This is an optimization exercise on Yosys and OpenROAD, whose aim is a short achievable clock period and few clock cycles, not a production implementation. In this exercise RTL edits were held to simulation tests only and were not proved equivalent to the original.

alpha:
==> flow/design.v (excerpt) <==
module MIPS_CPU(
	input rst, Go, clk,
	output [31:0] Leddata, Count_cycle, Count_branch, Count_jmp,
	input [4:0] probe,
	output [31:0] mem_probe,
	output [9:0] imem_addr,
	input [31:0] imem_data,
	output halted
    );
==> flow/config.mk <==
export PLATFORM = sky130hd
export DESIGN_NAME = MIPS_CPU
export DESIGN_NICKNAME = MIPS_CPU
export VERILOG_FILES = /design/flow/design.v
export SDC_FILE = /design/flow/constraint.sdc
export NUM_CORES = 8
export LEC_CHECK = 0
export CAP_MARGIN = 40
export CORE_MARGIN = 2
export CORE_UTILIZATION = 25
export PLACE_DENSITY = 0.45
export SETUP_SLACK_MARGIN = 4.5
export SLEW_MARGIN = 40
export SYNTH_HIERARCHICAL = 1
export SYNTH_MINIMUM_KEEP_SIZE = 0
export TNS_END_PERCENT = 100
==> flow/constraint.sdc <==
create_clock -name core_clock -period 10.0 [get_ports {clk}]
set_input_delay 2.0000 -clock core_clock [delete_from_list [all_inputs] [get_ports {clk}]]
set_output_delay 2.0000 -clock core_clock [all_outputs]
set_load 0.01 [all_outputs]
run.sh (not shown) runs the stock make flow with config.mk's settings and CLKGATE_MAP_FILE= SYNTH_SCRIPT=/design/flow/synth_recipe.tcl, a recipe that flattens the netlist after the stock synthesis.
Testbench counts of alpha, summed over its fixed seeds: cycles 50,089.
> inputs changed (alpha -> beta)
--- a/flow/design.v
+++ b/flow/design.v
@@ -100,32 +100,32 @@
 module WordCache #(parameter NP = 15) (
 	input clk, rst,
 	input [9:0] wkey,
 	input [31:0] wword,
 	input [10*NP-1:0] keys,
 	output [NP-1:0] hits,
 	output [32*NP-1:0] words
     );
-reg [63:0] valid;
-reg [3:0]  tag  [0:63];
-reg [31:0] word [0:63];
+reg [31:0] valid;
+reg [4:0]  tag  [0:31];
+reg [31:0] word [0:31];
 always @(posedge clk or posedge rst) begin
-	if (rst) valid <= 64'd0;
-	else valid[wkey[5:0]] <= 1'b1;
+	if (rst) valid <= 32'd0;
+	else valid[wkey[4:0]] <= 1'b1;
 end
 always @(posedge clk) begin
-	tag[wkey[5:0]] <= wkey[9:6];
-	word[wkey[5:0]] <= wword;
+	tag[wkey[4:0]] <= wkey[9:5];
+	word[wkey[4:0]] <= wword;
 end
 genvar i;
 generate for (i = 0; i < NP; i = i + 1) begin : g_port
 	wire [9:0] k = keys[10*i+9:10*i];
-	assign hits[i] = valid[k[5:0]] & (tag[k[5:0]] == k[9:6]);
-	assign words[32*i+31:32*i] = word[k[5:0]];
+	assign hits[i] = valid[k[4:0]] & (tag[k[4:0]] == k[9:5]);
+	assign words[32*i+31:32*i] = word[k[4:0]];
 end endgenerate
 endmodule
 `timescale 1ns / 1ps
 module g_a22oi(input a1, a2, b1, b2, output y); assign y = ~((a1 & a2) | (b1 & b2)); endmodule
 module g_nand4(input a, b, c, d, output y); assign y = ~(a & b & c & d); endmodule
 module g_nor2(input a, b, output y); assign y = ~(a | b); endmodule
 module g_nand2(input a, b, output y); assign y = ~(a & b); endmodule
 module g_and2(input a, b, output y); assign y = a & b; endmodule
@@ -514,18 +514,18 @@
 end
 always @(posedge clk) begin
 	I0_word <= n0_w;
 	I1_word <= n1_w;
 	I2_word <= n2_w;
 end
 wire [9:0] pf_base = run ? pcw + 10'd3 : pcw;
 wire [9:0] pf_diff = PF - pf_base;
-wire pf_reset = pf_diff[9] | (pf_diff > 10'd80);
-wire [9:0] PF_next = pf_reset ? pf_base : (fa_pf & (pf_diff < (run ? 10'd44 : 10'd63))) ? PF + 10'd1 : PF;
+wire pf_reset = pf_diff[9] | (pf_diff > 10'd40);
+wire [9:0] PF_next = pf_reset ? pf_base : (fa_pf & (pf_diff < (run ? 10'd20 : 10'd31))) ? PF + 10'd1 : PF;
 wire go_now = run | Go;         
 always @(posedge clk or posedge rst) begin
 	if (rst) begin
 		PF <= 10'd0; FA <= 10'd0; fa_pf <= 1'b0;
 	end else begin
 		PF <= PF_next;
 		fa_pf <= ~go_now | n0_v;
 		FA <= (~go_now | n0_v) ? PF_next : (run ? nextPC[11:2] : pcw);
- Synthesized area (alpha / beta): 1.4
- The ratio of final minimum period to clock period in beta sits 2.3 points below the value recorded for alpha.
- Area: beta vs alpha -> beta smaller
- Setup slack in beta is larger than in alpha.
- Headroom to the max-slew limit: beta lower than alpha
- In the final design statistics, beta uses fewer standard cells in total than alpha.
- Library cell contributing the largest single delay on the critical path = sky130_fd_sc_hd__nand2_1: beta; library cell contributing the largest single delay on the critical path = sky130_fd_sc_hd__a311oi_1: alpha
- Post-CTS setup buffer count (alpha / beta): 0.72
- When the final numbers for beta and alpha were put side by side, the half-perimeter wire length after detailed placement turned out to be smaller in beta.
Testbench counts of beta, summed over its fixed seeds: cycles 52,554.

[separate check: timing with driven ports]
In the flow no input, the clock included, has a driving cell. The finished layouts below were timed again as built, in two steps.
Step 1 assumes that a clkbuf_16 drives the clock port and a buf_2 every other input.
Step 2 also shifts input and output timing later by t, the mid clock arrival at the registers, as if the neighbouring blocks saw the same clock.
Slacks: no drivers / after step 1 / after step 2; pairs: no drivers / after step 1.
| run | shift t [ns] | slack for setup (ns) | cell pins on the clock port's net |
|---|---|---|---|
| alpha | 1.638 | 2.990 / 2.990 / 1.622 | 1 |
| beta | 1.468 | 3.222 / 3.222 / 2.118 | 1 |
After both steps every run listed still meets setup and hold. The setup slack of alpha, which loses most, moves by 0.000 ns with the drivers and by -1.368 ns with both steps.
